Context: an optimization exercise on an open-source flow, tuned for small area and a short achievable clock period. The choices shown serve that exercise and are no tape-out recipe. At most, simulation tests tie the RTL to the original design; equivalence was not proved. Function not checked in runs 1 to 6: the RTL went through the layout flow alone. Power figures rest on the tool's default switching activity, not on a simulated workload.

==> design/flow/design.v <==
`timescale 1ns / 1ps
module CPU(
input [15:0]i_datain,
input [15:0]d_datain,
input clock,
input reset,
input enable,
input start,
output [7:0]i_addr,
output [7:0]d_addr,
output [15:0]d_dataout,
output d_we
);
reg        state;           
wire       run = state;
reg  [7:0] pc;
reg  [4:0] id_op;           
reg  [10:0] id_f;           
reg  [2:0] id_ixl, id_iy;    
reg  [4:0] ex_op;           
reg  [2:0] ex_rd;
reg  [15:0] ex_a, ex_b;
reg        ex_cin;
reg  [7:0] ex_sd;           
reg  [15:0] m_c;
reg  [7:0] m_sd;
reg        m_we, m_take, m_wen, m_halt;    
reg        m_load;
reg  [2:0] m_rd;
reg  [15:0] w_c;
reg        w_wen, w_halt;                  
reg  [2:0] w_rd;
reg        zf, nf, cf;
reg  [15:0] gr [7:0];
integer k;
assign i_addr    = pc;
assign d_addr    = m_c[7:0];
assign d_we      = m_we;
assign d_dataout = {m_c[15:8], m_sd};
always @(posedge clock or negedge reset)
    if (!reset)
        state <= 1'b0;
    else if (state)
        state <= enable & ~w_halt;
    else
        state <= enable & start;
wire [4:0] f_op = i_datain[15:11];
wire f_user1 = (f_op == 5'b10000) || (f_op == 5'b01001) || (f_op == 5'b01011)
             || (f_op[4:3] == 2'b11);
wire f_store = (f_op == 5'b00011);
always @(posedge clock or negedge reset)
    if (!reset) begin
        pc <= 8'd0;
        id_op <= 5'd0;
    end else if (run) begin
        pc <= m_take ? m_c[7:0] : pc + 8'd1;
        id_op <= f_op;
    end
always @(posedge clock)
    if (run) begin
        id_f <= i_datain[10:0];
        id_ixl <= f_user1 ? i_datain[10:8] : i_datain[6:4];
        id_iy  <= f_store ? i_datain[10:8] : i_datain[2:0];
    end
reg  [7:0] gv;
wire [7:0] selx = (8'd1 << id_ixl) & gv;
wire [7:0] sely = (8'd1 << id_iy) & gv;
reg  [15:0] rx, ry;
always @(*) begin
    rx = 16'd0;
    ry = 16'd0;
    for (k = 0; k < 8; k = k + 1) begin
        rx = rx | (gr[k] & {16{selx[k]}});
        ry = ry | (gr[k] & {16{sely[k]}});
    end
end
wire [7:0]  imm8 = id_f[7:0];
wire d_jump  = (id_op == 5'b11000);
wire d_store = (id_op == 5'b00011);
wire d_shl   = (id_op[4:1] == 4'b0010);
wire d_val3  = (id_op[4:2] == 3'b001) || (id_op[4:1] == 4'b0001);   
wire d_imm   = (id_op == 5'b01001) || (id_op == 5'b01011) || (id_op[4:3] == 2'b11);
wire d_ldih  = (id_op == 5'b10000);
wire d_sub   = (id_op == 5'b01010) || (id_op == 5'b01011) || (id_op == 5'b10010)
             || (id_op == 5'b01100);
wire d_addc  = (id_op == 5'b10001);
wire d_subc  = (id_op == 5'b10010);
reg [15:0] d_a, d_b;
always @(*) begin
    for (k = 0; k < 16; k = k + 1)
        d_a[k] = d_shl ? rx[15-k] : rx[k];
    if (d_store) d_a[15:8] = 8'd0;
    if (d_val3)
        d_b = {(d_store ? ry[15:8] : 8'd0), 4'd0, id_f[3:0]};
    else if (d_imm)
        d_b = {8'd0, imm8};
    else if (d_ldih)
        d_b = {imm8, 8'd0};
    else
        d_b = ry;
    if (d_sub) d_b = ~d_b;
end
always @(posedge clock or negedge reset)
    if (!reset)
        ex_op <= 5'd0;
    else if (run)
        ex_op <= id_op;
always @(posedge clock)
    if (run) begin
        ex_rd <= id_f[10:8];
        ex_a <= d_a;
        ex_b <= d_b;
        ex_cin <= d_addc ? cf : d_subc ? ~cf : d_sub;
        ex_sd <= ry[7:0];
    end
wire [15:0] a = ex_a;
wire [15:0] b = ex_b;
reg  [15:0] gg, gp, tg, tp;
integer lv, j;
always @(*) begin
    gg = a & b;
    gp = a ^ b;
    for (lv = 0; lv < 4; lv = lv + 1) begin
        tg = gg;
        tp = gp;
        for (j = 0; j < 16; j = j + 1)
            if (j >= (1 << lv)) begin
                gg[j] = tg[j] | (tp[j] & tg[j - (1 << lv)]);
                gp[j] = tp[j] & tp[j - (1 << lv)];
            end
    end
end
wire [15:0] p0 = a ^ b;
wire [15:0] sum = (p0 ^ {gg[14:0], 1'b0}) ^ ({gp[14:0], 1'b1} & {16{ex_cin}});
wire        cout = gg[15] | (gp[15] & ex_cin);
wire [15:0] p = a ^ b;
wire [15:0] o = a | b;
wire        z = &(~(p ^ {o[14:0], ex_cin}));
reg t3, t2, t1;
always @(*) begin
    case (ex_op)
        5'b01101: {t3, t2, t1} = 3'b100;    
        5'b01110: {t3, t2, t1} = 3'b111;    
        5'b01111: {t3, t2, t1} = 3'b011;    
        default:  {t3, t2, t1} = 3'b101;    
    endcase
end
wire [15:0] lg = (a & b & {16{t3}}) | (a & ~b & {16{t2}}) | (~a & b & {16{t1}});
wire        e_shl = (ex_op[4:1] == 4'b0010);
wire        fill = (ex_op == 5'b00111) & a[15];
wire [31:0] sh0 = {{16{fill}}, a};
wire [31:0] sh1 = b[0] ? {1'b0, sh0[31:1]} : sh0;
wire [31:0] sh2 = b[1] ? {2'b0, sh1[31:2]} : sh1;
wire [31:0] sh3 = b[2] ? {4'b0, sh2[31:4]} : sh2;
wire [15:0] y   = b[3] ? sh3[23:8] : sh3[15:0];
reg  [15:0] yr;
always @(*)
    for (k = 0; k < 16; k = k + 1)
        yr[k] = y[15-k];
wire e_logic = (ex_op[4:2] == 3'b011);
wire e_shift = (ex_op[4:2] == 3'b001);
wire e_jump  = (ex_op == 5'b11000);
wire e_store = (ex_op == 5'b00011);
wire [15:0] sh = e_shl ? yr : y;
wire [7:0] res_lo = (e_logic | e_jump) ? lg[7:0] : e_shift ? sh[7:0] : sum[7:0];
wire [7:0] res_hi = (e_logic | e_store) ? lg[15:8] : e_shift ? sh[15:8] : sum[15:8];
wire e_zn = (ex_op == 5'b01000) || (ex_op == 5'b01001) || (ex_op == 5'b10001)
          || (ex_op == 5'b01010) || (ex_op == 5'b01011) || (ex_op == 5'b10010)
          || (ex_op == 5'b01100);
wire e_c  = (ex_op == 5'b01000) || (ex_op == 5'b01001) || (ex_op == 5'b10001);
wire kill = (ex_op == 5'b10001) & ex_cin & (&b);
reg cond;
always @(*)
    case (ex_op[2:1])
        2'b00: cond = 1'b1;
        2'b01: cond = zf;
        2'b10: cond = nf;
        2'b11: cond = cf;
    endcase
wire e_take = (ex_op[4:3] == 2'b11) && ((ex_op[2:1] == 2'b00) || (cond ^ ex_op[0]));
wire e_wen = (ex_op == 5'b00010) || (ex_op == 5'b10000) || (ex_op == 5'b01000)
          || (ex_op == 5'b01001) || (ex_op == 5'b10001) || (ex_op == 5'b01010)
          || (ex_op == 5'b01011) || (ex_op == 5'b10010) || (ex_op == 5'b01101)
          || (ex_op == 5'b01110) || (ex_op == 5'b01111) || (ex_op[4:2] == 3'b001);
always @(posedge clock or negedge reset)
    if (!reset) begin
        zf <= 1'b0; nf <= 1'b0; cf <= 1'b0;
        m_we <= 1'b0; m_take <= 1'b0; m_wen <= 1'b0; m_halt <= 1'b0;
    end else if (run) begin
        if (e_zn) begin
            zf <= z;
            nf <= sum[15];
        end
        if (e_c)
            cf <= cout & ~kill;
        m_we <= e_store;
        m_take <= e_take;
        m_wen <= e_wen;
        m_halt <= (ex_op == 5'b00001);
    end
always @(posedge clock)
    if (run) begin
        m_c <= {res_hi, res_lo};
        m_sd <= ex_sd;
        m_load <= (ex_op == 5'b00010);
        m_rd <= ex_rd;
    end
always @(posedge clock or negedge reset)
    if (!reset) begin
        w_wen <= 1'b0; w_halt <= 1'b0;
    end else if (run) begin
        w_wen <= m_wen;
        w_halt <= m_halt;
    end
always @(posedge clock)
    if (run) begin
        w_c <= m_load ? d_datain : m_c;
        w_rd <= m_rd;
    end
always @(posedge clock or negedge reset)
    if (!reset)
        gv <= 8'd0;
    else if (run & w_wen)
        gv[w_rd] <= 1'b1;
always @(posedge clock)
    if (run & w_wen)
        gr[w_rd] <= w_c;
endmodule
==> design/flow/run.sh <==
#!/bin/bash
# synth_recipe.tcl (not shown) runs the flow's synth.tcl, then flattens the netlist and writes it again
# the make line also repeats each setting of config.mk as NAME=value (left out here)
make -C /OpenROAD-flow-scripts/flow DESIGN_CONFIG=/design/flow/config.mk WORK_HOME=/design/flow/orfs CLKGATE_MAP_FILE= SYNTH_SCRIPT=/design/flow/synth_recipe.tcl finish
==> design/flow/config.mk <==
export PLATFORM = sky130hd
export DESIGN_NAME = CPU
export DESIGN_NICKNAME = CPU
export VERILOG_FILES = /design/flow/design.v
export SDC_FILE = /design/flow/constraint.sdc
export NUM_CORES = 4
export LEC_CHECK = 0
export CAP_MARGIN = 20
export CORE_MARGIN = 2
export CORE_UTILIZATION = 40
export SLEW_MARGIN = 20
==> design/flow/constraint.sdc <==
create_clock -name core_clock -period 3.8 [get_ports {clock}]
set_input_delay 0.7600 -clock core_clock [delete_from_list [all_inputs] [get_ports {clock}]]
set_output_delay 0.7600 -clock core_clock [all_outputs]
set_load 0.01 [all_outputs]
==> impl_results.md, run 1 <==
- Initial DRC Count: 1294
- Drt total wl: 49.0 mm
- Worst R2R Path Depth: 7
- Skew-Pair Late Insertion Delay: 0.59 ns
- Final setup viols: 0
- Avg WL per Cell: 26.3 um
- Max Cap Viol: 0
- Compound-cell area share of the yosys netlist: 17.9%
- Peak supply drop: 407 uV
- Max Slew Vio Count: 0
- Arr. time, crit path: 3.57 ns
- Top cells by area, synth: edfxtp_1, dfrtp_1, ha_1
- Sequential-to-total area share from yosys stat: 52.4%
- Post-DRT Antenna Nets: 0
- CTS HTree Levels: 1
- NetSw: 3.85 mW
- DR vias/cell: 6.17
- Share of post-route cells with drive strength above 1: 14.0%
- Cts bufs inserted: 30
- Final hold violations: 0
- CTS Root Cell: clkbuf_16
- Total global-route track usage: 24.8%
- Seq pwr share: 40.4%
- Maximum clock frequency: 0.299 GHz
- # DRC: 0
- Initial antenna violation count: 1
- Synth area leader: edfxtp_1
- Fin crit share: 88.0%
- DPL Wire Length: 34.5 mm
- Status: complete, no violations
- Fin nets: 1434
- Worst-path clk slew: 0.06 ns
- Main combinational cell family by area after synthesis: compound AO/OA/AOI/OAI gates
- Combinational share of power: 32.6%
- Slew HR: 32.5%
- Adder-cell share of the synthesized area: 5.72%
- Most used DFF post-synth: edfxtp_1
- Die height: 199 um
- Dpl cell area: 0.0165 mm2
- Critical Path Start Type: flip-flop
- Synth warn: 1
- Clock share of power: 27.0%
- Tmin final: 3.34 ns
- Terminus of the critical flop-to-flop path: m_c[6]
- Tot Pwr: 10.8 mW
- Sw Ratio: 35.6%
- Simple-Gate Fraction of Synth Area: 10.9%
- Req. time, crit path: 4.03 ns
- Post-route setup TNS: 0 ns
- Worst hold path class: primary input to async pin
- RSZ-0062 raised after global routing: false
- Avg Inst Size Synth: 12.0 um2
- CTS tree: yes
- Vias in the first global route: 11261
- Worst Setup EP: m_c[6]
- Largest net degree at the start of global routing: 58
- Initial Util: 40.5%
- M1 GR Usage: 32.7%
- Crit end category: flip-flop
- Vias: 11492
- Mapped Cells: 1271
- Post-place setup slack: 0.560 ns
- Async set-or-reset flop fraction in the synthesized netlist: 13.2%
- Met2 usage: 40.2%
- Die X: 199 um
- Setup CP Type: flip-flop to flip-flop
- Gates resized, CTS repair: 0
- Port-buffer cells: 68
- Core Region: 0.0376 mm2
- Synth Area in XOR/XNOR: 2.76%
- Setup WS post-layout: 0.457 ns
- Fin area: 0.0175 mm2
- Row cnt: 71
- Clk_skew: 0.0390 ns
- Post-synth EDFFs: 236
- Flop2flop setup slack: 0.46 ns
- First-pass GRT wire length: 72.5 mm
- Mux contribution to synthesized area: 6.28%
- #FFs+latches synth: 272
- Mapped Nets: 1376
- Pint: 6.96 mW
- Crit Reg-Reg Startpoint: ex_op[3]
- GR Layer Usage met3: 3.43%
- Worst Setup SP: ex_op[3]
- Leakage: 6.23 nW
- Grt peak-use layer: met2
- Synthesis-to-layout area growth: 14.9%
- Slew @ Worst Pin: 1.01 ns
- Ant. Diodes: 0
- Final global-route overflow total: 0
- Io pins: 69
- FILL cells: 3331
- Cell variety after synth: 98
- Area of the mapped netlist: 0.0152 mm2
- Area fraction of the dominant cell type after synthesis: 46.5%
- Full die area: 0.0397 mm2
- Post-CTS setup buffer count: 0
- Num Clock Sinks: 272
- CTS hold repair buffers: 0
- DRT Pass-1 Iters: 9
- Power density cells: 618 mW/mm2
- Max clock buf depth: 3
- Placer Congestion: 0.980
- CP max FO: 14
## area by class of cell
class                      count  area (um2)  area share (%)
clock buffer                  36         773            4.42
clock inverter                20         226            1.29
tap                          511         639            3.65
multi-input combinational    868        6700            38.3
timing repair buffer         110         991            5.66
inverter                      47         176            1.01
sequential                   272        7990            45.7
## power groups by stage
stage | Sequential, mW | Combinational (mW) | Clock, mW
2_1_floorplan | 4.15 | 2.35 | 0
3_3_place_gp | 4.40 | 3.46 | 0
3_5_place_dp | 4.41 | 3.45 | 0
4_1_cts | 4.36 | 3.48 | 2.97
5_1_grt | 4.42 | 3.79 | 3.09
6_report | 4.37 | 3.53 | 2.92
## stage by stage
step / utilization, % / hold slack [ns] / instances
2_1_floorplan: - / 0.400 / 1271
3_3_place_gp: 43.9 / 0.403 / 1808
3_5_place_dp: 43.9 / 0.407 / 1808
4_1_cts: 46.6 / 0.286 / 1864
5_1_grt: 46.6 / 0.338 / 1864
6_report: 46.6 / 0.261 / 1864
## logic make-up after synthesis
logic type / Yosys count
AO/OA/AOI/OAI: 372
buffers and inverters: 131
AND/OR/NAND/NOR: 308
multiplexers: 71
adder cells (fa/ha/maj): 69
flip-flops: 272
XOR/XNOR: 48
## routing by layer
| layer | up-vias | share of wire (%) |
|---|---|---|
| li1 | 5141 | - |
| met1 | 5691 | 41 |
| met2 | 534 | 46 |
| met3 | 126 | 6.7 |
| met4 | 0 | 5.5 |
| met5 | - | 0 |
## critical path: stages, from the launching register on
cell and delay (ns):
dfrtp_1 0.61, buf_4 0.23, nand4bb_1 0.46, nor2_1 0.25, o211ai_1 0.26, o21ai_0 0.28, a2111oi_0 0.63, mux2i_1 0.29
## flip-flops by register name, indices dropped and copies added (netlist names), 5 cells and up
register / flops
ex_a: 16
ex_op: 5
ex_b: 16
gr: 128
id_f: 11
m_c: 16
gv: 8
m_sd: 8
pc: 8
w_c: 16
id_op: 5
ex_sd: 8
## cells in the final DEF, fill, tap and decap left out, types with 6 or more instances in the layout
cell / count
a31oi_1: 20
a21o_1: 9
a221oi_1: 23
nor4_1: 8
clkbuf_1: 6
inv_1: 43
mux4_2: 16
and2_1: 8
and4b_1: 8
o21ai_0: 53
nand2b_1: 10
or2_2: 11
ha_1: 68
nand4_1: 10
clkbuf_16: 30
mux2i_1: 18
mux2_2: 37
clkinv_1: 9
clkinv_2: 6
a222oi_1: 38
dfrtp_1: 35
a21oi_1: 67
nor2_1: 61
buf_4: 42
xnor2_1: 34
edfxtp_1: 236
a22o_1: 12
nor3_1: 22
a22oi_1: 60
nand2_1: 85
xor2_1: 14
nor2b_1: 6
clkdlybuf4s50_1: 67
o22ai_1: 9
nand3_1: 33
## cells in the mapped netlist, types with 10 or more instances
cell type	count
dfrtp_1	36
nand2_1	85
xor2_1	14
mux4_2	16
ha_1	68
xnor2_1	34
buf_2	19
a222oi_1	38
a21oi_1	67
a22oi_1	60
nor3_1	26
or2_2	11
clkbuf_1	50
mux2i_1	18
a221oi_1	23
a22o_1	12
nor2_1	61
nand2b_1	10
mux2_2	37
nand4_1	10
nand3_1	33
a31oi_1	20
inv_1	43
o21ai_0	53
edfxtp_1	236
## worst min path at each step
| stage | depth (start not counted) | slack, ns | to |
|---|---|---|---|
| 2_1_floorplan | 0 | 0.40 | ex_rd[0] |
| 3_3_place_gp | 0 | 0.40 | w_rd[0] |
| 3_5_place_dp | 0 | 0.41 | ex_rd[0] |
| 4_1_cts | 1 | 0.29 | gv[7] |
| 5_1_grt | 1 | 0.34 | gv[7] |
| 6_report | 1 | 0.26 | gv[7] |
==> run 2, diff against run 1 <==
--- a/design/flow/design.v
+++ b/design/flow/design.v
@@ -132,5 +132,5 @@
 end
 wire [15:0] p0 = a ^ b;
-wire [15:0] sum = (p0 ^ {gg[14:0], 1'b0}) ^ ({gp[14:0], 1'b1} & {16{ex_cin}});
+wire [15:0] sum = p0 ^ ({gg[14:0], 1'b0} ^ ({gp[14:0], 1'b1} & {16{ex_cin}}));
 wire        cout = gg[15] | (gp[15] & ex_cin);
 wire [15:0] p = a ^ b;
--- a/design/flow/config.mk
+++ b/design/flow/config.mk
@@ -9,3 +9,4 @@
 export CORE_MARGIN = 2
 export CORE_UTILIZATION = 40
+export SETUP_SLACK_MARGIN = 1.0
 export SLEW_MARGIN = 20
==> run 2 against run 1 <==
  * Still clean
  * Clock skew fell by 0.015 ns
  * Global-route usage fell by 0.37 points
  * Clock-buffer cell count fell by 3
  * Register-to-register slack improved by 0.59 ns
  * Utilization rose by 0.61 points
  * Critical path depth rose by 1
  * Clock power fell by 8.9%
  * Area after synthesis fell by 1.5%
  * Synthesized cell count fell by 2.8%
  * Highest routed layer is now met5
==> impl_results.md, run 2 <==
- DP Cell Count: 1723 (-4.7%)
- FILL cells: 3263 (-2.0%)
- Sequential-to-total area share from yosys stat: 53.3% (+0.81 points)
- Slew @ Worst Pin: 0.966 ns (-0.0450 ns)
- Most frequent cells in the layout: edfxtp_1, a22oi_1, nand2_1, nor2_1, clkdlybuf4s50_1
- Grt peak-use layer: met2
- Max Cap Viol: 0 (unchanged)
- Post-synth EDFFs: 236 (unchanged)
- Pint: 6.74 mW (-3.1%)
- Die X: 198 um (-0.75%)
- Seq pwr share: 40.8% (+0.4 points)
- Area fraction of the dominant cell type after synthesis: 47.2% (+0.72 points)
- Largest register FFs: 128 (unchanged)
- Slew HR: 35.5% (+3.0 points)
- Sw Ratio: 36.1% (+0.48 points)
- DPL Wire Length: 33.1 mm (-3.9%)
- Initial Util: 40.8% (+0.24 points)
- Final global-route overflow total: 0 (unchanged)
- Worst R2R Path Depth: 8 (+1)
- Port-buffer cells: 68 (unchanged)
- Synth area leader: edfxtp_1
- Maximum clock frequency: 0.363 GHz (+21%)
- Largest net degree at the start of global routing: 129 (+120%)
- Most common cell after layout, fill and taps aside: edfxtp_1
- Synthesis-to-layout area growth: 15.7%
- Avg WL per Cell: 26.8 um (+2.0%)
- Most flops, register: gr
- M1 GR Usage: 32.0% (-0.69 points)
- Max Slew Vio Count: 0 (unchanged)
- CTS hold repair buffers: 0 (unchanged)
- Tmin final: 2.75 ns (-0.589 ns)
- NetSw: 3.81 mW (-1.1%)
- Most used DFF post-synth: edfxtp_1
- Final setup viols: 0 (unchanged)
- RSZ-0062 raised after global routing: true
- Fin cells: 1791 (-3.9%)
- Fin nets: 1403 (-2.2%)
- Die height: 198 um (-0.75%)
- Crit Reg-Reg Startpoint: ex_b[3]
- Req. time, crit path: 4.09 ns (+0.06 ns)
- Met2 usage: 40.6% (+0.33 points)
- Vias in the first global route: 11125 (-1.2%)
- DRT Pass-1 Iters: 6 (-3)
- GR Layer Usage met3: 4.22% (+0.79 points)
- Area of the mapped netlist: 0.0150 mm2 (-1.5%)
- Share of post-route cells with drive strength above 1: 16.3% (+2.3 points)
- Combinational share of power: 34.0% (+1.4 points)
- Critical Path Start Type: flip-flop
- Vias: 11317 (-1.5%)
- Clk_skew: 0.0238 ns (-0.0152 ns)
- Crit end category: flip-flop
- Skew-Pair Late Insertion Delay: 0.58 ns (about the same)
- Post-route setup TNS: 0 ns (unchanged)
- CP max FO: 9 (-5)
- Most common library cells after synthesis: edfxtp_1, a22oi_1, nand2_1, nor2_1, ha_1
- Ant. Diodes: 0 (unchanged)
- Max clock buf depth: 3 (unchanged)
- Initial antenna violation count: 2 (+1)
- Final hold violations: 0 (unchanged)
- Drt total wl: 48.0 mm (-1.9%)
- Io pins: 69 (unchanged)
- Top-count cell post-synth: edfxtp_1
- Core Region: 0.0368 mm2 (-2.1%)
- Mapped Cells: 1235 (-2.8%)
- Top cells by area, synth: edfxtp_1, dfrtp_1, ha_1
- CTS Root Cell: clkbuf_16
- Synth warn: 1 (unchanged)
- First-pass GRT wire length: 70.9 mm (-2.2%)
- Status: complete, no violations
- Cell variety after synth: 87 (-11%)
- Async set-or-reset flop fraction in the synthesized netlist: 13.2% (unchanged)
- Power density cells: 608 mW/mm2 (-1.6%)
- Post-DRT Antenna Nets: 0 (unchanged)
- Setup CP Type: flip-flop to flip-flop
- Fin crit share: 72.5% (-15 points)
- Total global-route track usage: 24.4% (-0.37 points)
- CTS HTree Levels: 1 (unchanged)
- #FFs+latches synth: 272 (unchanged)
- Dpl cell area: 0.0162 mm2 (-1.9%)
- Placer Congestion: 0.958 (-2.2%)
- Initial DRC Count: 1417 (+9.5%)
- Num Clock Sinks: 272 (unchanged)
- Arr. time, crit path: 3.04 ns (-0.53 ns)
- Cts bufs inserted: 30 (unchanged)
- Peak supply drop: 378 uV (-7.2%)
- CTS tree: yes
- Row cnt: 70 (-1.4%)
- Leakage: 6.12 nW (-1.9%)
- Worst hold path class: primary input to async pin
- Mapped Nets: 1339 (-2.7%)
- Fin area: 0.0173 mm2 (-0.83%)
- # DRC: 0 (unchanged)
- Full die area: 0.0391 mm2 (-1.5%)
- Avg Inst Size Synth: 12.1 um2 (+1.4%)
- Flop2flop setup slack: 1.05 ns (+0.59 ns)
- Clock share of power: 25.2% (-1.8 points)
- DR vias/cell: 6.32 (+2.5%)
- Terminus of the critical flop-to-flop path: m_c[10]
- Worst-path clk slew: 0.07 ns (about the same)
## run 2: worst max path at each step
stage / from / end
floorplan: state / gr[5][0]
global placement: ex_a[3] / m_c[10]
detailed placement: ex_a[3] / m_c[10]
CTS: ex_b[5] / m_c[10]
global route: ex_a[14] / m_c[15]
finish: ex_b[3] / m_c[10]
## run 2: per-layer routing
layer  wire length (um)  vias up
met5                 21        -
met4               1870        4
met3               3580      121
met2              22600      522
met1              19900     5675
li1                   -     4995
## run 2: per-stage QoR
step	hold WS [ns]	total power, mW	util (%)	setup slack (ns)
2_1_floorplan	0.400	6.44	-	0.825
3_3_place_gp	0.404	7.71	44.0	0.627
3_5_place_dp	0.405	7.70	44.0	0.658
4_1_cts	0.328	10.5	46.8	0.978
5_1_grt	0.375	11.1	47.2	0.918
6_report	0.305	10.6	47.2	1.05
## run 2: logic make-up (layout without fill, tap and decap cells)
| family | count (synthesis) | in the layout | synth area share, % |
|---|---|---|---|
| compound gates | 364 | 364 | 17.8 |
| simple gates | 280 | 280 | 9.94 |
| flops | 272 | 272 | 53.3 |
| buf+inv | 132 | 220 | 4.23 |
| mux | 70 | 70 | 6.16 |
| fa+ha+maj | 68 | 68 | 5.72 |
| xor+xnor | 49 | 49 | 2.86 |
## run 2: worst max-delay path: stages (launching register included)
cell and delay, ns:
edfxtp_1 0.39, clkinv_2 0.18, ha_4 0.40, nand4_4 0.17, or3_4 0.45, a21oi_1 0.20
xnor2_1 0.12, a221oi_2 0.43, a21oi_1 0.10
## run 2: area by class of cell
| type | count | area [um2] | area share (%) |
|---|---|---|---|
| clock buffer | 33 | 762 | 4.39 |
| clock inverter | 23 | 139 | 0.801 |
| inverter | 46 | 175 | 1.01 |
| multi-input combinational | 831 | 6630 | 38.2 |
| sequential | 272 | 7990 | 46.1 |
| tap | 468 | 586 | 3.38 |
| timing repair buffer | 118 | 1070 | 6.15 |
## run 2: power by group through the flow
stage | Clock, mW | Combinational (mW) | Sequential (mW)
floorplan | 0 | 2.30 | 4.13
global placement | 0 | 3.34 | 4.36
detailed placement | 0 | 3.34 | 4.37
CTS | 2.71 | 3.44 | 4.31
global route | 2.84 | 3.85 | 4.36
finish | 2.66 | 3.58 | 4.31
## run 2: what timing repair did
action / 4_1_cts / 5_1_grt
hold endpoints to repair: 0 / 0
pin swaps: 3 / 5
resized for setup: 11 / 27
buffers inserted: 8 / 4
setup endpoints to repair: 10 / 15
==> run 3, diff against run 2 <==
--- a/design/flow/design.v
+++ b/design/flow/design.v
@@ -125,7 +125,7 @@
         tp = gp;
         for (j = 0; j < 16; j = j + 1)
-            if (j >= (1 << lv)) begin
-                gg[j] = tg[j] | (tp[j] & tg[j - (1 << lv)]);
-                gp[j] = tp[j] & tp[j - (1 << lv)];
+            if (j & (1 << lv)) begin
+                gg[j] = tg[j] | (tp[j] & tg[((j >> lv) << lv) - 1]);
+                gp[j] = tp[j] & tp[((j >> lv) << lv) - 1];
             end
     end
==> run 3 against run 2 <==
  * Sequential power fell by 2%
  * Non-clock buffer count rose by 27
  * Clock-buffer cell count stayed put
  * Combinational power up 5.6%
  * Utilization is 0.86 points higher
  * Critical path depth increased by 1
  * Setup slack got worse by 0.0013 ns
  * Fmax hardly changed
  * Register-to-register slack about the same
  * Total power is 1.5% higher
  * Critical path type unchanged
  * Critical endpoint is now m_c[14]
  * Largest cell class unchanged
  * Largest power group unchanged
==> impl_results.md, run 3 <==
- Status: complete, no violations
- Initial Util: 40.5% (-0.32 points)
- Tmin final: 2.75 ns (+0.00127 ns)
- Largest register FFs: 128 (unchanged)
- Final hold violations: 0 (unchanged)
- Post-route setup TNS: 0 ns (unchanged)
- Final setup viols: 0 (unchanged)
- Avg WL per Cell: 26.4 um (-1.7%)
- Max clock buf depth: 3 (unchanged)
- Setup CP Type: flip-flop to flip-flop
- Die X: 196 um (-0.85%)
- Peak supply drop: 318 uV (-16%)
- Full die area: 0.0384 mm2 (-1.7%)
- Post-DRT Antenna Nets: 0 (unchanged)
- Compound-cell area share of the yosys netlist: 16.3% (-1.5 points)
- Sequential-to-total area share from yosys stat: 54.2% (+0.94 points)
- Max layer used: met4
- Io pins: 69 (unchanged)
- Most frequent cells in the layout: edfxtp_1, nand2_1, a22oi_1, buf_4, clkdlybuf4s50_1
- Slew @ Worst Pin: 1.11 ns (+0.149 ns)
- Arr. time, crit path: 3.05 ns (about the same)
- Final global-route overflow total: 0 (unchanged)
- Row cnt: 70 (unchanged)
- Crit Reg-Reg Startpoint: ex_a[4]
- Post-synth EDFFs: 236 (unchanged)
- Synth area leader: edfxtp_1
- Leakage: 6.28 nW (+2.6%)
- Die height: 196 um (-0.85%)
- First-pass GRT wire length: 69.4 mm (-2.2%)
- Tot Pwr: 10.7 mW (+1.5%)
- Slew HR: 25.7% (-9.9 points)
- DRT met1 WL: 19.6 mm (-1.8%)
- Most common library cells after synthesis: edfxtp_1, nand2_1, a22oi_1, ha_1, nor2_1
- CTS Root Cell: clkbuf_16
- Fin nets: 1433 (+2.1%)
- Clk_skew: 0.0147 ns (-0.00912 ns)
- Mux contribution to synthesized area: 6.32% (+0.16 points)
- Flop2flop setup slack: 1.05 ns (about the same)
- Mapped Nets: 1340 (+0.075%)
- Slowest-stage cell, CP: edfxtp_1
- Fin crit share: 72.5% (about the same)
- Share of post-route cells with drive strength above 1: 17.5% (+1.2 points)
- Area of the mapped netlist: 0.0147 mm2 (-1.7%)
- Worst hold slack: 0.329 ns (+0.0239 ns)
- Routed wire length on met3: 3.43 mm (-4.2%)
- Top cells by area, synth: edfxtp_1, dfrtp_1, ha_1
- Main combinational cell family by area after synthesis: compound AO/OA/AOI/OAI gates
- Met2 routed WL: 22.6 mm (-0.31%)
- Simple-Gate Fraction of Synth Area: 11.0% (+1.0 points)
- Async set-or-reset flop fraction in the synthesized netlist: 13.2% (unchanged)
- Initial antenna violation count: 0 (-2)
- RSZ-0062 raised after global routing: true
- CP max FO: 6 (-3)
- Largest net degree at the start of global routing: 63 (-51%)
- Cell variety after synth: 83 (-4.6%)
- DRT Pass-1 Iters: 6 (unchanged)
- Synth Area in XOR/XNOR: 3.03% (+0.17 points)
- DPL Wire Length: 33.3 mm (+0.42%)
- Vias: 11261 (-0.49%)
- Vias in the first global route: 10768 (-3.2%)
- DR vias/cell: 6.20 (-1.9%)
- Num Clock Sinks: 272 (unchanged)
- Drt total wl: 47.9 mm (-0.25%)
- # DRC: 0 (unchanged)
- Max incr delay on CP: 0.41 ns (-0.04 ns)
- CTS hold repair buffers: 0 (unchanged)
- #FFs+latches synth: 272 (unchanged)
- Worst Setup SP: ex_a[4]
- Most flops, register: gr
- Ant. Diodes: 0 (unchanged)
- Cts bufs inserted: 28 (-6.7%)
- Crit end category: flip-flop
- Synth warn: 1 (unchanged)
- Initial DRC Count: 1410 (-0.49%)
- Max Slew Vio Count: 0 (unchanged)
- Worst hold path class: primary input to async pin
- Most used DFF post-synth: edfxtp_1
- Worst R2R Path Depth: 9 (+1)
- Worst-path clk slew: 0.06 ns (about the same)
- Avg Inst Size Synth: 11.9 um2 (-1.8%)
- Dpl cell area: 0.0161 mm2 (-0.63%)
- Adder-cell share of the synthesized area: 5.82% (+0.10 points)
- Synthesis-to-layout area growth: 18.7%
- Critical Path Start Type: flip-flop
- Core Region: 0.0364 mm2 (-0.95%)
- Maximum clock frequency: 0.363 GHz (about the same)
- Crit-path cells: buf_4, ha_1, a21o_4, a211oi_4, nand3_4, and2_4, or3_1, a32o_1, a41o_1
- Placer Congestion: 0.963 (+0.53%)
- Terminus of the critical flop-to-flop path: m_c[14]
- Area fraction of the dominant cell type after synthesis: 48.1% (+0.83 points)
- Total global-route track usage: 24.3% (-0.15 points)
- Power density cells: 612 mW/mm2 (+0.61%)
- CTS HTree Levels: 1 (unchanged)
- Max Cap Viol: 0 (unchanged)
- Worst Setup EP: m_c[14]
- Top-count cell post-synth: edfxtp_1
- Fin area: 0.0175 mm2 (+0.86%)
- Req. time, crit path: 4.10 ns (about the same)
- Mapped Cells: 1236 (+0.081%)
- Port-buffer cells: 68 (unchanged)
- Skew-Pair Late Insertion Delay: 0.55 ns (-0.03 ns)
- CTS tree: yes
- Most common cell after layout, fill and taps aside: edfxtp_1
[run 3: cell types whose count changed after synthesis, sizes merged, moves of 8 or more]
cell and delta:
buf -14, clkbuf +11, nand2 +22, a222oi -19, a221oi +12, a41oi -8
[run 3: where the power goes]
| part | switching (mW) | total (mW) | internal [mW] |
|---|---|---|---|
| sequential | 0.461 | 4.24 | 3.78 |
| clock | 1.15 | 2.69 | 1.54 |
| combinational | 2.20 | 3.78 | 1.58 |
[run 3: worst min-delay path by stage]
| stage | startpoint | endpoint | slack [ns] |
|---|---|---|---|
| final | reset | gv[2] | 0.33 |
| after global routing | reset | gv[3] | 0.40 |
| after CTS | reset | gv[2] | 0.35 |
| after detailed placement | id_f[10] | ex_rd[2] | 0.40 |
| after global placement | ex_sd[5] | m_sd[5] | 0.40 |
| after floorplan | id_f[8] | ex_rd[0] | 0.40 |
[run 3: per-layer routing]
layer / GRT usage (%) / up-vias
li1: - / 5002
met1: 32.2 / 5566
met2: 39.8 / 559
met3: 3.25 / 134
met4: 11.4 / 0
met5: 0 / -
[run 3: what timing repair did]
item                                    4_1_cts  5_1_grt
gates resized for setup                      17       37
pin swaps                                     2        7
cloned                                        0        1
buffers inserted                              7       25
endpoints found under the setup margin        8       19
[run 3: per-stage QoR]
step | std cells | setup WS (ns) | util [%]
2_1_floorplan | 1236 | 0.824 | -
3_5_place_dp | 1734 | 0.777 | 44.1
3_3_place_gp | 1734 | 0.854 | 44.1
4_1_cts | 1791 | 1.00 | 47.0
6_report | 1817 | 1.05 | 48.0
5_1_grt | 1817 | 0.920 | 48.0
[run 3: worst max-delay path: cells and delay by family (launching register included)]
family                   cells  cell delay (ns)
buffers and inverters        1             0.18
adder cells (fa/ha/maj)      1             0.25
AND/OR/NAND/NOR              3             0.72
flip-flops                   1             0.41
AO/OA/AOI/OAI                4             0.94
[run 3: final cells by class]
cell class	count	area, um2
Tap cell	468	586
Timing Repair Buffer	145	1300
Multi-Input combinational cell	840	6560
Clock inverter	17	158
Inverter	42	160
Clock buffer	33	741
Sequential cell	272	7990
Fill cell	3280	18900
[run 3: cells by family after synthesis]
kind of cell,Yosys count
DFF,272
xor gates and xnor gates,51
buffers and inverters,124
adders and majority gates,68
and+or+nand+nor,312
AOI/OAI and AO/OA,337
muxes,72
==> run 4, diff against run 3 <==
--- a/design/flow/design.v
+++ b/design/flow/design.v
@@ -116,22 +116,20 @@
 wire [15:0] a = ex_a;
 wire [15:0] b = ex_b;
-reg  [15:0] gg, gp, tg, tp;
+reg  [16:0] pg, pp;
+reg  [16:0] c;
 integer lv, j;
 always @(*) begin
-    gg = a & b;
-    gp = a ^ b;
-    for (lv = 0; lv < 4; lv = lv + 1) begin
-        tg = gg;
-        tp = gp;
-        for (j = 0; j < 16; j = j + 1)
-            if (j & (1 << lv)) begin
-                gg[j] = tg[j] | (tp[j] & tg[((j >> lv) << lv) - 1]);
-                gp[j] = tp[j] & tp[((j >> lv) << lv) - 1];
+    pg = {a & b, ex_cin};
+    pp = {a ^ b, 1'b0};
+    for (lv = 0; lv < 5; lv = lv + 1)
+        for (j = 16; j >= 0; j = j - 1)
+            if (j[lv]) begin
+                pg[j] = pg[j] | (pp[j] & pg[((j >> lv) << lv) - 1]);
+                pp[j] = pp[j] & pp[((j >> lv) << lv) - 1];
             end
-    end
-end
-wire [15:0] p0 = a ^ b;
-wire [15:0] sum = p0 ^ ({gg[14:0], 1'b0} ^ ({gp[14:0], 1'b1} & {16{ex_cin}}));
-wire        cout = gg[15] | (gp[15] & ex_cin);
+    c = pg;
+end
+wire [15:0] sum = (a ^ b) ^ c[15:0];
+wire        cout = c[16];
 wire [15:0] p = a ^ b;
 wire [15:0] o = a | b;
--- a/design/flow/config.mk
+++ b/design/flow/config.mk
@@ -9,4 +9,3 @@
 export CORE_MARGIN = 2
 export CORE_UTILIZATION = 40
-export SETUP_SLACK_MARGIN = 1.0
 export SLEW_MARGIN = 20
==> run 4 against run 3 <==
  * Largest cell class unchanged
  * Worst hold slack worse by 0.056 ns
  * Clock power up 15%
  * Non-clock buffer count down 31
  * Die area down 2.4%
  * Clock-buffer cell count up 4
  * Still clean
  * Register-to-register slack worse by 0.40 ns
  * Clock skew up 0.023 ns
  * Sequential power about the same
==> impl_results.md, run 4 <==
- Final hold violations: 0 (unchanged)
- Fin nets: 1355 (-5.4%)
- Avg WL per Cell: 26.1 um (-1.2%)
- CTS hold repair buffers: 0 (unchanged)
- Crit end category: flip-flop
- Post-route setup TNS: 0 ns (unchanged)
- CTS tree: yes
- Register area: 0.00799 mm2 (unchanged)
- Status: complete, no violations
- Async set-or-reset flop fraction in the synthesized netlist: 13.2% (unchanged)
- Post-DRT Antenna Nets: 0 (unchanged)
- DR vias/cell: 6.14 (-1.0%)
- Slew @ Worst Pin: 1.05 ns (-0.0683 ns)
- Synth warn: 1 (unchanged)
- Max clock buf depth: 3 (unchanged)
- Crit Reg-Reg Startpoint: ex_b[2]
- Area fraction of the dominant cell type after synthesis: 49.3% (+1.2 points)
- Terminus of the critical flop-to-flop path: m_c[8]
- Core Region: 0.0355 mm2 (-2.6%)
- Flop2flop setup slack: 0.65 ns (-0.40 ns)
- Initial DRC Count: 1031 (-27%)
- Total global-route track usage: 23.5% (-0.81 points)
- Post-synth EDFFs: 236 (unchanged)
- Leakage: 6.15 nW (-2.0%)
- Port-buffer cells: 68 (unchanged)
- Full die area: 0.0375 mm2 (-2.4%)
- Final global-route overflow total: 0 (unchanged)
- Final setup viols: 0 (unchanged)
- Clock share of power: 29.5% (+4.4 points)
- Placer Congestion: 0.903 (-6.3%)
- NetSw: 3.58 mW (-6.2%)
- Maximum clock frequency: 0.317 GHz (-13%)
- Synth area leader: edfxtp_1
- Mapped Nets: 1284 (-4.2%)
- Largest net degree at the start of global routing: 71 (+13%)
- Area of the mapped netlist: 0.0144 mm2 (-2.5%)
- Multi-input gate area: 0.00600 mm2 (-8.6%)
- Cell variety after synth: 67 (-19%)
- Worst R2R Path Depth: 13 (+4)
- Drt total wl: 45.1 mm (-5.8%)
- Combinational share of power: 30.0% (-5.3 points)
- Pint: 6.92 mW (+0.35%)
- First-pass GRT wire length: 66.7 mm (-3.9%)
- Critical Path Start Type: flip-flop
- Max Cap Viol: 0 (unchanged)
- Max Slew Vio Count: 0 (unchanged)
- Row cnt: 69 (-1.4%)
- CTS HTree Levels: 1 (unchanged)
- Power density cells: 623 mW/mm2 (+1.8%)
- Arr. time, crit path: 3.45 ns (+0.40 ns)
- Die height: 194 um (-1.2%)
- Vias: 10626 (-5.6%)
- DPL Wire Length: 31.4 mm (-5.7%)
- RSZ-0062 raised after global routing: false
- Most common cell after layout, fill and taps aside: edfxtp_1
- Mapped Cells: 1176 (-4.9%)
- Req. time, crit path: 4.10 ns (about the same)
- Ant. Diodes: 0 (unchanged)
- Most frequent cells in the layout: edfxtp_1, a22oi_1, nand2_1, ha_1, clkdlybuf4s50_1
- Gates resized, CTS repair: 0 (-17)
- Die X: 194 um (-1.2%)
- Tmin final: 3.15 ns (+0.397 ns)
- Synthesis-to-layout area growth: 17.2%
- Clk_skew: 0.0379 ns (+0.0232 ns)
- Vias in the first global route: 10353 (-3.9%)
- # DRC: 0 (unchanged)
- Most used DFF post-synth: edfxtp_1
- Most flops, register: gr
- Worst-path clk slew: 0.06 ns (about the same)
- Num Clock Sinks: 272 (unchanged)
- Post-CTS setup buffer count: 0 (-7)
- Slew HR: 30.0% (+4.3 points)
- Largest register FFs: 128 (unchanged)
- Worst hold slack: 0.273 ns (-0.0556 ns)
- DRT Pass-1 Iters: 8 (+2)
- Most common library cells after synthesis: edfxtp_1, a22oi_1, nand2_1, ha_1, nor2_1
- FILL cells: 3156 (-3.8%)
- Initial antenna violation count: 1 (+1)
- Seq pwr share: 40.5% (+0.9 points)
- Skew-Pair Late Insertion Delay: 0.59 ns (+0.04 ns)
- #FFs+latches synth: 272 (unchanged)
- Avg Inst Size Synth: 12.2 um2 (+2.5%)
- Io pins: 69 (unchanged)
- CP max FO: 9 (+3)
- CTS Root Cell: clkbuf_16
- Peak supply drop: 482 uV (+51%)
- Fin crit share: 82.9% (+10 points)
- Sequential-to-total area share from yosys stat: 55.6% (+1.4 points)
- Top cells by area, synth: edfxtp_1, dfrtp_1, ha_1
- Setup CP Type: flip-flop to flip-flop
- Top-count cell post-synth: edfxtp_1
- Worst hold path class: primary input to async pin
- Share of post-route cells with drive strength above 1: 13.8% (-3.7 points)
- Sw Ratio: 34.1% (-1.5 points)
- Initial Util: 40.5% (+0.060 points)
- Cts bufs inserted: 30 (+7.1%)
[run 4: cell count changes after synthesis, moves of 15 or more]
cell / previous run / this run
nand2_1: 92 / 71
xnor2_1: 35 / 12
a221oi_1: 35 / 19
xor2_1: 16 / 31
nand3_1: 41 / 26
a22oi_1: 73 / 90
[run 4: worst max-delay path by stage]
stage	startpoint	end	slack [ns]	cells after the start
global placement	ex_op[3]	m_c[10]	0.73	8
floorplan	state	gr[4][0]	0.40	4
detailed placement	ex_b[2]	m_c[8]	0.66	13
global route	ex_b[2]	m_c[8]	0.41	13
CTS	ex_b[2]	m_c[8]	0.64	13
finish	ex_b[2]	m_c[8]	0.65	13
[run 4: through the flow]
step / std cells / setup WS (ns) / util (%) / power [mW] / area [um2]
finish: 1732 / 0.648 / 47.5 / 10.5 / 16800
global route: 1732 / 0.406 / 47.5 / 11.0 / 16800
CTS: 1731 / 0.645 / 47.4 / 10.5 / 16800
detailed placement: 1675 / 0.657 / 44.4 / 7.38 / 15800
global placement: 1675 / 0.727 / 44.4 / 7.39 / 15800
floorplan: 1176 / 0.402 / - / 6.06 / 14400
[run 4: cell type report]
type / instances / area share, %
well taps: 461 / 3.42
multi-input cells: 785 / 35.6
clock buffers: 37 / 4.92
flip-flops and latches: 272 / 47.4
clock inverters: 19 / 1.48
inverters: 44 / 0.980
repair buffers: 114 / 6.18
[run 4: power by group through the flow]
stage | clock, mW | sequential (mW) | combinational (mW)
floorplan | 0 | 4.15 | 1.92
global placement | 0 | 4.30 | 3.09
detailed placement | 0 | 4.31 | 3.07
CTS | 3.14 | 4.26 | 3.10
global route | 3.26 | 4.31 | 3.39
finish | 3.10 | 4.25 | 3.14
[run 4: kinds of logic after synthesis]
logic type      after synthesis  share of synthesized area (%)
buf+inv                     119                           3.23
xor+xnor                     43                           2.62
compound gates              342                           16.7
flops                       272                           55.6
fa+ha+maj                    72                           6.53
simple gates                255                           9.14
mux                          73                           6.18
[run 4: worst max-delay path: stages, from the launching register on]
cell,delay [ns]
edfxtp_1,0.35
buf_4,0.19
clkinv_1,0.10
ha_1,0.38
o211ai_1,0.16
o21ai_0,0.36
a21oi_1,0.17
nor2b_1,0.14
nor2_1,0.07
fa_1,0.38
xor2_1,0.14
o21ai_0,0.08
a221oi_1,0.29
a21oi_1,0.07
[run 4: layer usage]
metal | up-vias | wire length, um | GRT usage [%]
li1 | 4725 | - | -
met1 | 5307 | 18900 | 31.9
met2 | 476 | 21400 | 38.1
met3 | 116 | 3000 | 3.09
met4 | 2 | 1790 | 9.50
met5 | - | 16 | 0
==> run 5, diff against run 4 <==
--- a/design/flow/config.mk
+++ b/design/flow/config.mk
@@ -9,3 +9,4 @@
 export CORE_MARGIN = 2
 export CORE_UTILIZATION = 40
+export SETUP_SLACK_MARGIN = 1.0
 export SLEW_MARGIN = 20
==> run 5 against run 4 <==
  * Still clean on timing, DRC and antenna
  * Clock-buffer cell count shrank 2
  * Global-route usage increased by 0.41 points
  * Non-clock buffer count grew 21
  * Register-to-register slack gained 0.36 ns
  * Total power about the same
  * Area after synthesis unchanged
  * Clock power is 6% lower
  * Via count grew 1.5%
  * Critical path type unchanged
  * Highest routed layer is now met4
==> impl_results.md, run 5 <==
- Worst-path clk slew: 0.07 ns (about the same)
- CTS HTree Levels: 1 (unchanged)
- Seq pwr share: 40.7% (+0.2 points)
- NetSw: 3.61 mW (+0.84%)
- Sequential-to-total area share from yosys stat: 55.6% (unchanged)
- Row cnt: 69 (unchanged)
- Core Region: 0.0355 mm2 (unchanged)
- Total global-route track usage: 23.9% (+0.41 points)
- CTS hold repair buffers: 0 (unchanged)
- DRT Pass-1 Iters: 8 (unchanged)
- Most common library cells after synthesis: edfxtp_1, a22oi_1, nand2_1, ha_1, nor2_1
- Mapped Cells: 1176 (unchanged)
- Fin crit share: 73.4% (-9.5 points)
- #FFs+latches synth: 272 (unchanged)
- Worst Setup SP: ex_a[0]
- Most used DFF post-synth: edfxtp_1
- Fin nets: 1376 (+1.5%)
- Crit end category: flip-flop
- Most frequent cells in the layout: edfxtp_1, a22oi_1, nand2_1, clkdlybuf4s50_1, buf_4
- Final setup viols: 0 (unchanged)
- Most common cell after layout, fill and taps aside: edfxtp_1
- Req. time, crit path: 4.24 ns (+0.14 ns)
- Io pins: 69 (unchanged)
- Synthesis-to-layout area growth: 19.1%
- Die X: 194 um (unchanged)
- Post-route setup TNS: 0 ns (unchanged)
- Most flops, register: gr
- Critical Path Start Type: flip-flop
- Worst hold path class: primary input to async pin
- Post-synth EDFFs: 236 (unchanged)
- Initial Util: 40.5% (unchanged)
- Post-DRT Antenna Nets: 0 (unchanged)
- Area of the mapped netlist: 0.0144 mm2 (unchanged)
- Cell variety after synth: 67 (unchanged)
- Full die area: 0.0375 mm2 (unchanged)
- Top-count cell post-synth: edfxtp_1
- Clk_skew: 0.0314 ns (-0.00655 ns)
- Avg WL per Cell: 26.0 um (about the same)
- Status: complete, no violations
- Mapped Nets: 1284 (unchanged)
- Setup WS post-layout: 1.01 ns (+0.362 ns)
- Peak supply drop: 439 uV (-8.8%)
- Vias: 10790 (+1.5%)
- RSZ-0062 raised after global routing: true
- Avg Inst Size Synth: 12.2 um2 (unchanged)
- Vias in the first global route: 10359 (+0.058%)
- Combinational share of power: 31.6% (+1.6 points)
- DR vias/cell: 6.16 (+0.33%)
- Sw Ratio: 34.3% (+0.27 points)
- Arr. time, crit path: 3.23 ns (-0.22 ns)
- First-pass GRT wire length: 67.4 mm (+1.1%)
- Synth area leader: edfxtp_1
- Final hold violations: 0 (unchanged)
- Slew HR: 26.6% (-3.4 points)
- Max clock buf depth: 3 (unchanged)
- Die height: 194 um (unchanged)
- Largest net degree at the start of global routing: 66 (-7.0%)
- Final global-route overflow total: 0 (unchanged)
- # DRC: 0 (unchanged)
- CTS Root Cell: clkbuf_16
- Leakage: 6.23 nW (+1.3%)
- Num Clock Sinks: 272 (unchanged)
- Initial antenna violation count: 1 (unchanged)
- Synth warn: 1 (unchanged)
- DPL Wire Length: 31.3 mm (-0.21%)
- Max Slew Vio Count: 0 (unchanged)
- Tmin final: 2.79 ns (-0.362 ns)
- Post-place setup slack: 0.637 ns (-0.0199 ns)
- Setup CP Type: flip-flop to flip-flop
- Area fraction of the dominant cell type after synthesis: 49.3% (unchanged)
- Drt total wl: 45.7 mm (+1.2%)
- Top cells by area, synth: edfxtp_1, dfrtp_1, ha_1
- Max Cap Viol: 0 (unchanged)
- Largest register FFs: 128 (unchanged)
- CTS tree: yes
- Slew @ Worst Pin: 1.10 ns (+0.0505 ns)
- Async set-or-reset flop fraction in the synthesized netlist: 13.2% (unchanged)
- Skew-Pair Late Insertion Delay: 0.58 ns (about the same)
- Power density cells: 613 mW/mm2 (-1.5%)
- Clock share of power: 27.7% (-1.8 points)
- Worst hold slack: 0.305 ns (+0.0323 ns)
- Cts bufs inserted: 30 (unchanged)
- Pint: 6.89 mW (-0.35%)
- Maximum clock frequency: 0.358 GHz (+13%)
- Placer Congestion: 0.977 (+8.3%)
- CP max FO: 3 (-6)
- Crit Reg-Reg Startpoint: ex_a[0]
- Share of post-route cells with drive strength above 1: 17.0% (+3.2 points)
- Port-buffer cells: 68 (unchanged)
- Ant. Diodes: 0 (unchanged)
- Initial DRC Count: 1212 (+18%)
## run 5: timing repair
| item | CTS | global route |
|---|---|---|
| setup endpoints to repair | 8 | 14 |
| gates cloned | 1 | 0 |
| setup buffers | 15 | 10 |
| pin swaps | 5 | 5 |
| resized for setup | 15 | 19 |
## run 5: final cells by class
type	count	area (um2)
clock buffers	35	779
well taps	461	577
flip-flops and latches	272	8000
multi-input cells	785	6140
repair buffers	135	1230
clock inverters	21	226
fillers	3126	18400
inverters	44	173
## run 5: power by group through the flow
stage               logic [mW]  clock network (mW)  registers (mW)
floorplan                 1.94                   0            4.15
global placement          3.04                   0            4.33
detailed placement        3.04                   0            4.34
CTS                       3.19                2.97            4.27
global route              3.57                3.10            4.32
finish                    3.32                2.91            4.27
## run 5: worst max-delay path: stages, from the launching register on
cell and delay (ns):
edfxtp_1 0.43, fa_2 0.45, a211oi_4 0.27, o211a_1 0.27, o211ai_1 0.13, a21o_1 0.22
a21oi_4 0.18, fa_1 0.45, nand3_1 0.08, and3_1 0.17
## run 5: layer usage
metal	vias to the layer above	share of wire [%]	global-route usage, %
met2	513	48	39.6
met5	-	0	0
met1	5390	41	32.2
met4	0	4.0	9.47
li1	4775	-	-
met3	112	7.0	2.58
## run 5: logic make-up after synthesis
logic type / Yosys count / synth area share [%]
xor+xnor: 43 / 2.62
fa+ha+maj: 72 / 6.53
simple gates: 255 / 9.14
compound gates: 342 / 16.7
flops: 272 / 55.6
mux: 73 / 6.18
buf+inv: 119 / 3.23
## run 5: stage by stage
step	util (%)	instance area [um2]	cells	power, mW
after global placement	44.4	15800	1671	7.37
after global routing	48.2	17100	1753	11.0
final	48.2	17100	1753	10.5
after CTS	47.8	17000	1743	10.4
after floorplan	-	14400	1176	6.08
after detailed placement	44.4	15800	1671	7.38
## run 5: final timing paths
check / end / slack, ns / cells past startpoint
max: m_c[15] / 1.01 / 9
min: gv[6] / 0.31 / 1
max reg2reg: m_c[15] / 1.01 / 9
min reg2reg: w_rd[1] / 0.41 / 0
max in group asynchronous: state / 2.82 / 1
min in group core_clock: w_rd[1] / 0.41 / 0
==> run 6, diff against run 5 <==
--- a/design/flow/config.mk
+++ b/design/flow/config.mk
@@ -9,4 +9,4 @@
 export CORE_MARGIN = 2
 export CORE_UTILIZATION = 40
-export SETUP_SLACK_MARGIN = 1.0
+export SETUP_SLACK_MARGIN = 1.5
 export SLEW_MARGIN = 20
==> run 6 against run 5 <==
  * Sequential power is 1% lower
  * Flip-flop and latch count stayed put
  * Synthesized cell count stayed put
  * Critical path depth is 1 higher
  * Utilization is 3.0 points higher
  * Clock-buffer cell count is 2 higher
  * Via count is 2.3% higher
  * Non-clock buffer count is 65 higher
  * Die area stayed put
  * Critical path type unchanged
  * Critical endpoint unchanged
  * Largest power group unchanged
  * Highest routed layer unchanged
==> impl_results.md, run 6 <==
- Fin area: 0.0182 mm2 (+6.1%)
- Placer Congestion: 0.972 (-0.52%)
- Core Region: 0.0355 mm2 (unchanged)
- Arr. time, crit path: 3.01 ns (-0.22 ns)
- Mapped Cells: 1176 (unchanged)
- Vias: 11035 (+2.3%)
- # DRC: 0 (unchanged)
- Sequential-to-total area share from yosys stat: 55.6% (unchanged)
- Max Cap Viol: 0 (unchanged)
- Crit end category: flip-flop
- Worst hold slack: 0.325 ns (+0.0197 ns)
- Worst-path clk slew: 0.07 ns (about the same)
- CTS tree: yes
- Clk_skew: 0.0158 ns (-0.0156 ns)
- Critical Path Start Type: flip-flop
- First-pass GRT wire length: 68.9 mm (+2.2%)
- Post-DRT Antenna Nets: 0 (unchanged)
- Drt total wl: 46.8 mm (+2.6%)
- Worst hold path class: primary input to async pin
- Tot Pwr: 11.1 mW (+5.9%)
- Max Slew Vio Count: 0 (unchanged)
- Most common cell after layout, fill and taps aside: edfxtp_1
- CP max FO: 3 (unchanged)
- Initial antenna violation count: 2 (+1)
- Skew-Pair Late Insertion Delay: 0.56 ns (-0.02 ns)
- Top cells by area, synth: edfxtp_1, dfrtp_1, ha_1
- Worst Setup SP: ex_b[1]
- Setup WS post-layout: 1.11 ns (+0.0969 ns)
- Final global-route overflow total: 0 (unchanged)
- Dpl cell area: 0.0158 mm2 (+0.15%)
- Max incr delay on CP: 0.50 ns (+0.05 ns)
- Leakage: 6.76 nW (+8.5%)
- Initial Util: 40.5% (unchanged)
- Avg WL per Cell: 25.8 um (-1.1%)
- Total global-route track usage: 24.1% (+0.19 points)
- Post-place setup slack: 0.708 ns (+0.0712 ns)
- Async set-or-reset flop fraction in the synthesized netlist: 13.2% (unchanged)
- Peak supply drop: 393 uV (-11%)
- Vias in the first global route: 10940 (+5.6%)
- Cell variety after synth: 67 (unchanged)
- Row cnt: 69 (unchanged)
- Synthesis-to-layout area growth: 26.4%
- Slew @ Worst Pin: 0.961 ns (-0.136 ns)
- Post-route setup TNS: 0 ns (unchanged)
- Synth warn: 1 (unchanged)
- Fin crit share: 70.9% (-2.6 points)
- Most common library cells after synthesis: edfxtp_1, a22oi_1, nand2_1, ha_1, nor2_1
- Num Clock Sinks: 272 (unchanged)
- Mapped Nets: 1284 (unchanged)
- Tmin final: 2.69 ns (-0.0969 ns)
- Final setup viols: 0 (unchanged)
- Top-count cell post-synth: edfxtp_1
- Slowest-stage cell, CP: fa_1
- CTS HTree Levels: 1 (unchanged)
- Area fraction of the dominant cell type after synthesis: 49.3% (unchanged)
- Full die area: 0.0375 mm2 (unchanged)
- Synth area leader: edfxtp_1
- Final hold violations: 0 (unchanged)
- Maximum clock frequency: 0.371 GHz (+3.6%)
- RSZ-0062 raised after global routing: true
- Most flops, register: gr
- DR vias/cell: 6.07 (-1.4%)
- Req. time, crit path: 4.12 ns (-0.12 ns)
- Avg Inst Size Synth: 12.2 um2 (unchanged)
- Cts bufs inserted: 30 (unchanged)
- #FFs+latches synth: 272 (unchanged)
- Fin cells: 1819 (+3.8%)
- Most used DFF post-synth: edfxtp_1
- Die height: 194 um (unchanged)
- Largest net degree at the start of global routing: 150 (+130%)
- CTS Root Cell: clkbuf_16
- Port-buffer cells: 68 (unchanged)
- DP Cell Count: 1661 (-0.60%)
- Initial DRC Count: 1261 (+4.0%)
- Area of the mapped netlist: 0.0144 mm2 (unchanged)
- CTS hold repair buffers: 0 (unchanged)
- Die X: 194 um (unchanged)
- DPL Wire Length: 31.1 mm (-0.66%)
- Io pins: 69 (unchanged)
- Setup CP Type: flip-flop to flip-flop
- Crit-path cells: clkinvlp_4, ha_4, a211oi_4, o211a_1, o211ai_1, a21o_1, a21oi_2, fa_1, nand3_1, and3_1
- Ant. Diodes: 0 (unchanged)
- Crit Reg-Reg Startpoint: ex_b[1]
- Status: complete, no violations
- Largest register FFs: 128 (unchanged)
- DRT Pass-1 Iters: 6 (-2)
- Fin nets: 1442 (+4.8%)
- Share of post-route cells with drive strength above 1: 25.8% (+8.9 points)
- Power density cells: 612 mW/mm2 (-0.26%)
- Multi-input gate area: 0.00656 mm2 (+6.8%)
- Register area: 0.00800 mm2 (about the same)
- Slew HR: 35.7% (+9.1 points)
- Max clock buf depth: 3 (unchanged)
- Post-synth EDFFs: 236 (unchanged)
- Most frequent cells in the layout: edfxtp_1, buf_4, a22oi_1, nand2_1, ha_1
- Core Util, Final: 51.2% (+3.0 points)
- FILL cells: 3051 (-2.4%)
run 6: cell counts after synthesis:
Identical to the previous run, type by type.
run 6: where the power goes:
group          total (mW)  internal, mW  switching [mW]
Sequential           4.21          3.78           0.429
Combinational        3.84          1.71            2.13
Clock                3.06          1.87            1.20
Total                11.1          7.35            3.76
run 6: logic make-up after synthesis:
group / count (synthesis) / synth area share [%]
and+or+nand+nor: 255 / 9.14
adders and majority gates: 72 / 6.53
xor gates and xnor gates: 43 / 2.62
DFF: 272 / 55.6
muxes: 73 / 6.18
buffers and inverters: 119 / 3.23
AOI/OAI and AO/OA: 342 / 16.7
run 6: what timing repair did:
item / in CTS / in global routing
gates cloned: 1 / 2
pin swaps: 22 / 32
buffers inserted: 63 / 36
endpoints found under the setup margin: 63 / 55
gates resized for setup: 91 / 55
hold endpoints to repair: 0 / 0
run 6: routing by layer:
layer	GRT usage, %	vias up	wire, um
li1	-	4904	-
met1	31.3	5506	18900
met2	40.0	509	22600
met3	3.87	116	3270
met4	10.1	0	1990
met5	0	-	0
run 6: worst paths after layout:
| check | to | slack [ns] | depth (start not counted) |
|---|---|---|---|
| worst max-delay path | m_c[15] | 1.11 | 10 |
| worst min-delay path | gv[5] | 0.33 | 1 |
| worst max register to register | m_c[15] | 1.11 | 10 |
| worst min register to register | m_sd[2] | 0.42 | 0 |
| max in group asynchronous | state | 2.80 | 1 |
| min in group core_clock | m_sd[2] | 0.42 | 0 |
run 6: final cells by class:
class	instances	area share, %
Clock inverter	19	1.25
Tap cell	461	3.17
Multi-Input combinational cell	786	36.1
Timing Repair Buffer	200	10.0
Sequential cell	272	44.0
Clock buffer	37	4.50
Inverter	44	0.978
run 6: worst max-delay path: cells and delay by family (launching register included):
kind | cells | cell delay, ns
buf+inv | 1 | 0.17
compound gates | 5 | 0.83
simple gates | 2 | 0.21
flops | 1 | 0.45
fa+ha+maj | 2 | 0.80
==> run 7, diff against run 6 <==
--- a/design/flow/design.v
+++ b/design/flow/design.v
@@ -17,5 +17,5 @@
 reg  [4:0] id_op;           
 reg  [10:0] id_f;           
-reg  [2:0] id_ixl, id_iy;    
+reg  [2:0] id_ixl, id_ixh, id_iy;    
 reg  [4:0] ex_op;           
 reg  [2:0] ex_rd;
@@ -33,5 +33,4 @@
 reg        zf, nf, cf;
 reg  [15:0] gr [7:0];
-integer k;
 assign i_addr    = pc;
 assign d_addr    = m_c[7:0];
@@ -61,18 +60,10 @@
         id_f <= i_datain[10:0];
         id_ixl <= f_user1 ? i_datain[10:8] : i_datain[6:4];
+        id_ixh <= f_user1 ? i_datain[10:8] : i_datain[6:4];
         id_iy  <= f_store ? i_datain[10:8] : i_datain[2:0];
     end
 reg  [7:0] gv;
-wire [7:0] selx = (8'd1 << id_ixl) & gv;
-wire [7:0] sely = (8'd1 << id_iy) & gv;
-reg  [15:0] rx, ry;
-always @(*) begin
-    rx = 16'd0;
-    ry = 16'd0;
-    for (k = 0; k < 8; k = k + 1) begin
-        rx = rx | (gr[k] & {16{selx[k]}});
-        ry = ry | (gr[k] & {16{sely[k]}});
-    end
-end
+wire [15:0] rx = {gr[id_ixh][15:8] & {8{gv[id_ixh]}}, gr[id_ixl][7:0] & {8{gv[id_ixl]}}};
+wire [15:0] ry = gr[id_iy] & {16{gv[id_iy]}};
 wire [7:0]  imm8 = id_f[7:0];
 wire d_jump  = (id_op == 5'b11000);
@@ -86,4 +77,5 @@
 wire d_addc  = (id_op == 5'b10001);
 wire d_subc  = (id_op == 5'b10010);
+integer k;
 reg [15:0] d_a, d_b;
 always @(*) begin
--- a/design/flow/config.mk
+++ b/design/flow/config.mk
@@ -9,4 +9,3 @@
 export CORE_MARGIN = 2
 export CORE_UTILIZATION = 40
-export SETUP_SLACK_MARGIN = 1.5
 export SLEW_MARGIN = 20
==> run 7 against run 6 <==
  * Still clean
  * Clock skew rose by 0.024 ns
  * Synthesized cell count fell by 2.5%
  * Final cell count fell by 4.0%
  * First-iteration DRC count fell by 27%
  * Non-clock buffer count fell by 93
  * Combinational power fell by 13%
  * Final area fell by 3.5%
  * Critical endpoint is now m_c[8]
  * Largest cell class unchanged
  * Highest routed layer unchanged
==> impl_results.md, run 7 <==
- Status: complete, no violations
- Cts bufs inserted: 30 (unchanged)
- Peak supply drop: 379 uV (-3.3%)
- DRT Pass-1 Iters: 8 (+2)
- Core Region: 0.0377 mm2 (+6.2%)
- Post-CTS setup buffer count: 0 (-100%)
- CTS Root Cell: clkbuf_16
- Main combinational cell family by area after synthesis: multiplexers
- Worst hold path class: primary input to async pin
- Cell variety after synth: 67 (unchanged)
- Gates resized, CTS repair: 0 (-100%)
- CTS tree: yes
- Largest net degree at the start of global routing: 71 (-53%)
- Simple-Gate Fraction of Synth Area: 7.97% (-1.2 points)
- Worst-path clk slew: 0.06 ns (about the same)
- Crit Reg-Reg Startpoint: ex_a[0]
- Skew-Pair Late Insertion Delay: 0.58 ns (+0.02 ns)
- Worst Setup SP: ex_a[0]
- Top-count cell post-synth: edfxtp_1
- Port-buffer cells: 68 (unchanged)
- Slew HR: 24.4% (-11 points)
- Top cells by area, synth: edfxtp_1, mux4_2, dfrtp_1
- Initial Util: 40.5% (about the same)
- Die height: 199 um (+3.0%)
- Flop2flop setup slack: 0.60 ns (-0.50 ns)
- Mapped Cells: 1147 (-2.5%)
- Maximum clock frequency: 0.313 GHz (-16%)
- CP max FO: 4 (+1)
- Critical Path Start Type: flip-flop
- Final hold violations: 0 (unchanged)
- Vias: 10086 (-8.6%)
- Compound-cell area share of the yosys netlist: 9.11% (-7.6 points)
- DPL Wire Length: 30.0 mm (-3.6%)
- Worst hold slack: 0.303 ns (-0.0227 ns)
- Initial antenna violation count: 1 (-1)
- DR vias/cell: 5.77 (-4.8%)
- Largest register FFs: 128 (unchanged)
- # DRC: 0 (unchanged)
- #FFs+latches synth: 278 (+2.2%)
- Adder-cell share of the synthesized area: 6.23% (-0.30 points)
- Num Clock Sinks: 278 (+2.2%)
- Synthesis-to-layout area growth: 14.8%
- Most common cell after layout, fill and taps aside: edfxtp_1
- FILL cells: 3371 (+10%)
- Row cnt: 71 (+2.9%)
- Max clock buf depth: 3 (unchanged)
- Initial DRC Count: 915 (-27%)
- Final setup viols: 0 (unchanged)
- Tmin final: 3.20 ns (+0.503 ns)
- Die X: 199 um (+3.0%)
- Avg WL per Cell: 24.2 um (-6.1%)
- Post-DRT Antenna Nets: 0 (unchanged)
- Vias in the first global route: 10168 (-7.1%)
- Final global-route overflow total: 0 (unchanged)
- First-pass GRT wire length: 63.9 mm (-7.3%)
- Mapped Nets: 1256 (-2.2%)
- Synth Area in XOR/XNOR: 2.12% (-0.50 points)
- Fin nets: 1321 (-8.4%)
- Most flops, register: gr
- RSZ-0062 raised after global routing: false
- Post-synth EDFFs: 236 (unchanged)
- Placer Congestion: 0.959 (-1.3%)
- Drt total wl: 42.2 mm (-9.8%)
- Crit end category: flip-flop
- Clk_skew: 0.0394 ns (+0.0236 ns)
- Ant. Diodes: 0 (unchanged)
- Area of the mapped netlist: 0.0153 mm2 (+6.2%)
- Most frequent cells in the layout: edfxtp_1, mux4_2, nor2_1, nand2_1, ha_1
- Most used DFF post-synth: edfxtp_1
- Slew @ Worst Pin: 1.13 ns (+0.173 ns)
- Synth warn: 1 (unchanged)
- Full die area: 0.0398 mm2 (+6.1%)
- Async set-or-reset flop fraction in the synthesized netlist: 12.9% (-0.29 points)
- Leakage: 6.43 nW (-4.8%)
- Share of post-route cells with drive strength above 1: 18.2% (-7.6 points)
- Max Slew Vio Count: 0 (unchanged)
- Synth area leader: edfxtp_1
- Area fraction of the dominant cell type after synthesis: 46.4% (-2.9 points)
- Io pins: 69 (unchanged)
- Fin crit share: 84.1% (+13 points)
- Avg Inst Size Synth: 13.3 um2 (+8.9%)
- Max Cap Viol: 0 (unchanged)
- Power density cells: 592 mW/mm2 (-3.2%)
- CTS hold repair buffers: 0 (unchanged)
- CTS HTree Levels: 1 (unchanged)
- Most common library cells after synthesis: edfxtp_1, mux4_2, nor2_1, ha_1, nand2_1
- Setup CP Type: flip-flop to flip-flop
- Mux contribution to synthesized area: 18.4% (+12 points)
- Total global-route track usage: 21.7% (-2.3 points)
- Arr. time, crit path: 3.48 ns (+0.47 ns)
- Req. time, crit path: 4.08 ns (-0.04 ns)
- Sequential-to-total area share from yosys stat: 53.1% (-2.5 points)
- Post-route setup TNS: 0 ns (unchanged)
[run 7: cell types whose count changed after synthesis, moves of 11 or more]
cell	previous run	this run
o21ai_0	53	33
a221oi_1	19	7
nand2b_1	6	21
nor2_1	60	75
a22o_1	17	0
mux2i_1	28	58
mux4_2	9	78
a222oi_1	20	9
nand3_1	26	10
a22oi_1	90	19
[run 7: power by group]
group / leakage [nW] / switching [mW] / internal (mW)
clock network: 0.445 / 1.19 / 1.52
logic: 3.31 / 1.87 / 1.46
registers: 2.68 / 0.495 / 3.84
total: 6.43 / 3.56 / 6.82
[run 7: path summary, 6_finish.rpt]
kind,endpoint,depth (start not counted)
max,m_c[8],11
min,gv[3],1
max reg2reg,m_c[8],11
min reg2reg,w_rd[2],0
max in group asynchronous,state,1
min in group core_clock,w_rd[2],0
[run 7: logic make-up after synthesis]
family	count (synthesis)
AO/OA/AOI/OAI	210
adder cells (fa/ha/maj)	73
AND/OR/NAND/NOR	252
flip-flops	278
multiplexers	176
buffers and inverters	121
XOR/XNOR	37
[run 7: worst max-delay path, stage by stage, from the launching register on]
cell	delay [ns]
edfxtp_1	0.48
fa_1	0.53
a211oi_1	0.35
o21ai_0	0.22
a21o_1	0.24
nand2_1	0.07
nand2_1	0.06
fa_1	0.38
xnor2_1	0.18
nor3_1	0.06
a221oi_1	0.25
o21ai_1	0.11
[run 7: final cells by class]
class / instances / area (um2) / share of cell area [%]
clock buffers: 43 / 830 / 4.73
clock inverters: 13 / 91.3 / 0.521
well taps: 511 / 639 / 3.65
repair buffers: 107 / 968 / 5.52
flip-flops and latches: 278 / 8110 / 46.3
multi-input cells: 748 / 6710 / 38.3
inverters: 47 / 176 / 1.01
[run 7: per-stage QoR]
stage,setup WS (ns),utilization (%),instance area (um2),instances,power (mW)
after floorplan,0.177,-,15300,1147,6.38
after global placement,0.737,44.1,16600,1691,7.70
after detailed placement,0.676,44.1,16600,1691,7.70
after CTS,0.630,46.5,17500,1747,10.4
after global routing,0.388,46.5,17500,1747,10.9
final,0.604,46.5,17500,1747,10.4
[run 7: layer usage]
layer / GRT usage [%] / part of all wire, % / up-vias
met3: 2.09 / 5.2 / 74
met4: 7.02 / 3.2 / 0
met2: 36.4 / 48 / 344
li1: - / - / 4535
met5: 0 / 0 / -
met1: 29.9 / 44 / 5133
